From an optimization exercise on the open Yosys and OpenROAD flow, aimed at small area, a short achievable clock period and few clock cycles per item; shortcuts taken in it are not production practice.
Where RTL was checked, it was by simulation tests only, not by an equivalence proof against the original.

==> inputs of 05-21 <==
==> flow/design.v (excerpt) <==
module cordic #(
    parameter WIDTH = 16,
    parameter ITERATIONS = 16,
    parameter FRAC_BITS = 14
) (
    input wire clk,
    input wire rst,
    input wire start,
    input wire signed [WIDTH-1:0] theta,
    output wire signed [WIDTH-1:0] cos_out,
    output wire signed [WIDTH-1:0] sin_out,
    output reg done
);
==> module cordic, before the edit <==
module cordic #(
    parameter WIDTH = 16,
    parameter ITERATIONS = 16,
    parameter FRAC_BITS = 14
) (
    input wire clk,
    input wire rst,
    input wire start,
    input wire signed [WIDTH-1:0] theta,
    output wire signed [WIDTH-1:0] cos_out,
    output wire signed [WIDTH-1:0] sin_out,
    output reg done
);
    reg signed [15:0] x, y, z;
    reg dir;
    reg [3:0] cnt;           
    wire busy = |cnt;
    assign cos_out = x;
    assign sin_out = y;
    reg [15:0] atab;
    always @(*) begin
        case (cnt)
            4'd2:  atab = 16'h0FAD;
            4'd3:  atab = 16'h07F5;
            4'd4:  atab = 16'h03FE;
            4'd5:  atab = 16'h01FF;
            4'd6:  atab = 16'h00FF;
            4'd7:  atab = 16'h007F;
            4'd8:  atab = 16'h003F;
            4'd9:  atab = 16'h001F;
            4'd10: atab = 16'h000F;
            4'd11: atab = 16'h0007;
            4'd12: atab = 16'h0003;
            4'd13: atab = 16'h0001;
            default: atab = 16'h0000;
        endcase
    end
    wire [15:0] c01 = z[15] ? (dir ? 16'h4FEF : 16'h1497)
                            : (dir ? 16'hEB69 : 16'hB011);
    wire first = (cnt == 4'd1);
    wire [15:0] zadd = first ? c01 : (atab ^ {16{~dir}});
    wire zcin = ~dir & ~first;
    wire [15:0] zn = z + zadd + {15'd0, zcin};
    wire [15:0] t1 = theta + (theta[15] ? 16'h3243 : 16'hCDBD);
    wire signed [15:0] xs = x >>> cnt;
    wire signed [15:0] ys = y >>> cnt;
    wire signed [15:0] xn = x + (ys ^ {16{~dir}}) + {15'd0, ~dir};
    wire signed [15:0] yn = y + (xs ^ {16{dir}}) + {15'd0, dir};
    always @(posedge clk or posedge rst) begin
        if (rst) begin
            cnt <= 4'd0;
            done <= 1'b0;
        end else if (start && !busy) begin
            cnt <= 4'd1;
            done <= 1'b0;
        end else if (busy) begin
            cnt <= cnt + 4'd1;
            if (cnt == 4'd15) done <= 1'b1;
        end
    end
    always @(posedge clk) begin
        if (busy) begin
            z <= zn;
            dir <= zn[15];
        end else begin
            z <= theta;
            dir <= t1[15];
        end
        if (start && !busy) begin
            x <= 16'sh4DBA;
            y <= theta[15] ? -16'sh4DBA : 16'sh4DBA;
        end else if (busy) begin
            x <= xn;
            y <= yn;
        end
    end
endmodule
Settings: LEC_CHECK=0, ABC_AREA=1, CAP_MARGIN=20, CORE_MARGIN=2, CORE_UTILIZATION=65, SETUP_SLACK_MARGIN=4.5, SLEW_MARGIN=20; clock period 9.0 ns.
standard.sh (not shown) runs the stock make flow with config.mk's settings and CLKGATE_MAP_FILE= SYNTH_SCRIPT=/design/flow/synth_recipe.tcl, a recipe that flattens the netlist after the stock synthesis.
==> flow/flow/run.sh <==
#!/bin/bash
# The standard layout with plain buffers on the ports.
set -euo pipefail
bash standard.sh "BUFFER_PORTS_ARGS=-buffer_cell sky130_fd_sc_hd__buf_1" finish > flow_make.log 2>&1
==> 07-01 (differences from 05-21) <==
==> flow/design.v (replaced) <==
module cordic #(
    parameter WIDTH = 16,
    parameter ITERATIONS = 16,
    parameter FRAC_BITS = 14
) (
    input wire clk,
    input wire rst,
    input wire start,
    input wire signed [WIDTH-1:0] theta,
    output wire signed [WIDTH-1:0] cos_out,
    output wire signed [WIDTH-1:0] sin_out,
    output reg done
);
    reg signed [15:0] x, y, z;
    reg n1;                  
    reg dir;                 
    reg zpos;                
    reg [3:0] cnt;           
    reg [3:0] cx;            
    reg [3:0] cyn;           
    reg sec;                 
    reg busy;                
    reg ax;                  
    reg ayn;                 
    assign cos_out = x;
    assign sin_out = y;
    reg [15:0] atab;
    always @(*) begin
        case (cnt)
            4'd3:  atab = 16'h07F5;
            4'd4:  atab = 16'h03FE;
            4'd5:  atab = 16'h01FF;
            4'd6:  atab = 16'h00FF;
            4'd7:  atab = 16'h007F;
            4'd8:  atab = 16'h003F;
            4'd9:  atab = 16'h001F;
            4'd10: atab = 16'h000F;
            4'd11: atab = 16'h0007;
            4'd12: atab = 16'h0003;
            4'd13: atab = 16'h0001;
            default: atab = 16'h0000;
        endcase
    end
    reg [15:0] c012;
    always @(*) begin
        case ({z[15], n1, zpos})
            3'b001: c012 = 16'hA064;
            3'b000: c012 = 16'hBFBE;
            3'b011: c012 = 16'hDBBC;
            3'b010: c012 = 16'hFB16;
            3'b101: c012 = 16'h04EA;
            3'b100: c012 = 16'h2444;
            3'b111: c012 = 16'h4042;
            default: c012 = 16'h5F9C;
        endcase
    end
    wire [15:0] zadd = sec ? c012 : (atab ^ {16{zpos}});
    wire zcin = zpos & ~sec;
    wire [15:0] zn = z + zadd + {15'd0, zcin};
    wire s0 = theta[15];
    wire signed [15:0] th = theta;
    wire lt_p0  = th < 16'sd12867;
    wire lt_pm  = th < 16'sd5271;
    wire lt_pp  = th < 16'sd20463;
    wire lt_n0  = th < -16'sd12867;
    wire lt_nm  = th < -16'sd5271;
    wire lt_nn  = th < -16'sd20463;
    wire s1 = s0 ? lt_n0 : lt_p0;
    wire s2 = s0 ? (lt_n0 ? lt_nn : lt_nm) : (lt_p0 ? lt_pm : lt_pp);
    wire [15:0] x2 = (s0 ^ s1) ? 16'h7497 : 16'h26DD;
    wire [15:0] y2 = s0 ? (s1 ? 16'h8B69 : 16'hD923)
                        : (s1 ? 16'h26DD : 16'h7497);
    wire signed [15:0] xg = x & {16{ax}};
    wire signed [15:0] yg = y & {16{~ayn}};
    wire signed [15:0] xs = xg >>> cx;
    wire signed [15:0] ys = yg >>> ~cyn;
    wire signed [15:0] xn = x + (ys ^ {16{~dir}}) + {15'd0, ~dir};
    wire signed [15:0] yn = y + (xs ^ {16{dir}}) + {15'd0, dir};
    always @(posedge clk or posedge rst) begin
        if (rst) begin
            cnt <= 4'd0;
            busy <= 1'b0;
            done <= 1'b0;
        end else if (start && !busy) begin
            cnt <= 4'd2;
            busy <= 1'b1;
            done <= 1'b0;
        end else if (busy) begin
            cnt <= cnt + 4'd1;
            if (cnt == 4'd15) begin
                busy <= 1'b0;
                done <= 1'b1;
            end
        end
    end
    always @(posedge clk) begin
        if (busy) begin
            z <= zn;
            dir <= zn[15];
            zpos <= ~zn[15];
            cx <= cx + 4'd1;
            cyn <= cyn - 4'd1;
            sec <= 1'b0;
            ax <= (cnt != 4'd15);
            ayn <= (cnt == 4'd15);
        end else begin
            z <= theta;
            cx <= 4'd2;
            cyn <= ~4'd2;
            sec <= start;
            ax <= start;
            ayn <= ~start;
            n1 <= s1;
            dir <= s2;
            zpos <= ~s2;
        end
        if (start && !busy) begin
            x <= x2;
            y <= y2;
        end else begin
            x <= xn;
            y <= yn;
        end
    end
endmodule
==> flow/flow/run.sh (replaced) <==
#!/bin/bash
# The standard layout with plain buffers on the ports, and repair_timing
# aiming at a tighter period than the clock's (the SDC stays as it is).
set -euo pipefail
bash standard.sh "BUFFER_PORTS_ARGS=-buffer_cell sky130_fd_sc_hd__buf_1" SETUP_SLACK_MARGIN=5.5 finish > flow_make.log 2>&1
Settings changed: SETUP_SLACK_MARGIN 4.5 to 5.0.
==> 08-14 (differences from 05-21) <==
==> flow/design.v (replaced) <==
module cordic #(
    parameter WIDTH = 16,
    parameter ITERATIONS = 16,
    parameter FRAC_BITS = 14
) (
    input wire clk,
    input wire rst,
    input wire start,
    input wire signed [WIDTH-1:0] theta,
    output wire signed [WIDTH-1:0] cos_out,
    output wire signed [WIDTH-1:0] sin_out,
    output reg done
);
    reg signed [15:0] x, y, z;
    reg [3:0] cnt;           
    wire busy = |cnt;
    assign cos_out = x;
    assign sin_out = y;
    reg signed [15:0] atab;
    always @(*) begin
        case (cnt)
            4'd1:  atab = 16'h1DAC;
            4'd2:  atab = 16'h0FAD;
            4'd3:  atab = 16'h07F5;
            4'd4:  atab = 16'h03FE;
            4'd5:  atab = 16'h01FF;
            4'd6:  atab = 16'h00FF;
            4'd7:  atab = 16'h007F;
            4'd8:  atab = 16'h003F;
            4'd9:  atab = 16'h001F;
            4'd10: atab = 16'h000F;
            4'd11: atab = 16'h0007;
            4'd12: atab = 16'h0003;
            4'd13: atab = 16'h0001;
            default: atab = 16'h0000;
        endcase
    end
    wire d0n = theta[15];
    wire signed [15:0] z1 = theta + (d0n ? 16'sh3243 : -16'sh3243);
    wire signed [15:0] y1 = d0n ? -16'sh4DBA : 16'sh4DBA;
    wire dn = z[15];
    wire signed [15:0] zn = z + (atab ^ {16{~dn}}) + {15'd0, ~dn};
    wire signed [15:0] xs = x >>> cnt;
    wire signed [15:0] ys = y >>> cnt;
    wire signed [15:0] xn = x + (ys ^ {16{~dn}}) + {15'd0, ~dn};
    wire signed [15:0] yn = y + (xs ^ {16{dn}}) + {15'd0, dn};
    always @(posedge clk or posedge rst) begin
        if (rst) begin
            cnt <= 4'd0;
            done <= 1'b0;
        end else if (start && !busy) begin
            cnt <= 4'd1;
            done <= 1'b0;
        end else if (busy) begin
            cnt <= cnt + 4'd1;
            if (cnt == 4'd15) done <= 1'b1;
        end
    end
    always @(posedge clk) begin
        if (start && !busy) begin
            x <= 16'sh4DBA;
            y <= y1;
            z <= z1;
        end else if (busy) begin
            x <= xn;
            y <= yn;
            z <= zn;
        end
    end
endmodule
==> flow/flow/run.sh (replaced) <==
#!/bin/bash
# The standard layout, with repair_timing aiming at a tighter period
# than the clock's and plain buffers on the ports (the SDC and everything
# else stay as they are).
set -euo pipefail
bash standard.sh SETUP_SLACK_MARGIN=6.0 "BUFFER_PORTS_ARGS=-buffer_cell sky130_fd_sc_hd__buf_2" finish > flow_make.log 2>&1
Settings changed: CORE_UTILIZATION 65 to 40, SETUP_SLACK_MARGIN 4.5 to 5.0.
==> 05-17 (differences from 05-21) <==
==> flow/flow/run.sh (replaced) <==
#!/bin/bash
# The standard layout with plain buffers on the ports, and repair_timing
# aiming at a tighter period than the clock's (the SDC stays as it is).
set -euo pipefail
bash standard.sh "BUFFER_PORTS_ARGS=-buffer_cell sky130_fd_sc_hd__buf_1" SETUP_SLACK_MARGIN=5.75 finish > flow_make.log 2>&1
Settings changed: CORE_UTILIZATION 65 to 55, SETUP_SLACK_MARGIN 4.5 to 5.0.
==> summary of the runs <==
- 07-01 ran to the end with no violations. 05-21 passed the timing, DRC and antenna checks. 08-14 finished clean. 05-17 went through all stages and came out clean.
- The lowest die area belongs to 05-21, the highest to 08-14.
- Sequential cell count: 07-01 is higher than 05-17 (14).
- Non-clock buffer count: 08-14 > 05-17 > 07-01 > 05-21.
- Maximum frequency: 05-21 is lower than 08-14 (about 15%).
- The lowest utilization belongs to 08-14, the highest to 07-01.
- Final area: 08-14 > 07-01 > 05-17 > 05-21.
- Clock skew: 07-01 > 05-21 > 08-14 > 05-17.
==> figures <==
Combined global-route utilization of all metal layers: 05-21 34.16%; 07-01 33.49%; 05-17 32.78%; 08-14 23.50%
Via count of the first global-routing pass: 05-21 6066; 07-01 6284; 05-17 6168; 08-14 6428
Routed metal-1 wirelength: 05-21 7.176 mm; 07-01 8.490 mm; 05-17 8.094 mm; 08-14 10.31 mm
Final Cycle Share: 05-21 44.85%; 07-01 36.53%; 05-17 36.91%; 08-14 38.34%
Slowest stage cell on the critical path: 05-21 dfrtp_2; 07-01 dfrtp_2; 05-17 dfrtp_2; 08-14 fa_2
WS Path Type: 05-21 register to register; 07-01 register to register; 05-17 register to register; 08-14 primary input to register
Wire length of the first global-routing pass: 05-21 28.00 mm; 07-01 29.89 mm; 05-17 30.48 mm; 08-14 33.21 mm
DR vias: 05-21 6466; 07-01 7174; 05-17 6670; 08-14 7081
Detailed Route WL: 05-21 17.31 mm; 07-01 18.54 mm; 05-17 19.36 mm; 08-14 21.90 mm
Detailed Place HPWL: 05-21 13.24 mm; 07-01 14.15 mm; 05-17 14.02 mm; 08-14 14.18 mm
Area occupied by multi-input gates: 05-21 4357 um2; 07-01 4683 um2; 05-17 4586 um2; 08-14 5570 um2
Status: 05-21 complete, no violations; 07-01 complete, no violations; 05-17 complete, no violations; 08-14 complete, no violations
Hold EP: 05-21 done; 07-01 done; 05-17 done; 08-14 x[6]
Postcts setup bufs: 05-21 0; 07-01 0; 05-17 17; 08-14 47
Clk pin slew, worst setup/hold paths: 05-21 0.12 ns; 07-01 0.08 ns; 05-17 0.10 ns; 08-14 0.08 ns
Testbench counts of 05-21, summed over its fixed seeds: cycles 51,200, items 3,200.
Testbench counts of 07-01, summed over its fixed seeds: cycles 48,000, items 3,200.
Testbench counts of 05-17, summed over its fixed seeds: cycles 51,200, items 3,200.
No functional check of the RTL was part of 08-14.

==> re-timing with driven ports <==
In the flow no input, the clock included, has a driving cell. The finished layouts below were timed again as built, in two steps.
Step 1: set_driving_cell puts a clkbuf_16 on clk and a buf_2 on each other input, an assumption about the parent block.
Step 2, shift: input delay + t, output delay - t, t = (earliest + latest rising clock arrival at the registers) / 2. This alone moves slack from input paths to output paths.
Slacks: no drivers / after step 1 / after step 2; pairs: no drivers / after step 1.
| run | shift t [ns] | setup slack, ns | cell pins on the clock port's net |
|---|---|---|---|
| 05-21 | 0.362 | 4.964 / 4.964 / 4.964 | 1 |
| 07-01 | 0.391 | 5.712 / 5.712 / 5.485 | 1 |
| 08-14 | 0.355 | 5.549 / 5.519 / 5.164 | 1 |
| 05-17 | 0.374 | 5.678 / 5.678 / 5.376 | 1 |
After both steps every run listed still meets setup and hold. The setup slack of 08-14, which loses most, moves by -0.030 ns with the drivers and by -0.385 ns with both steps.
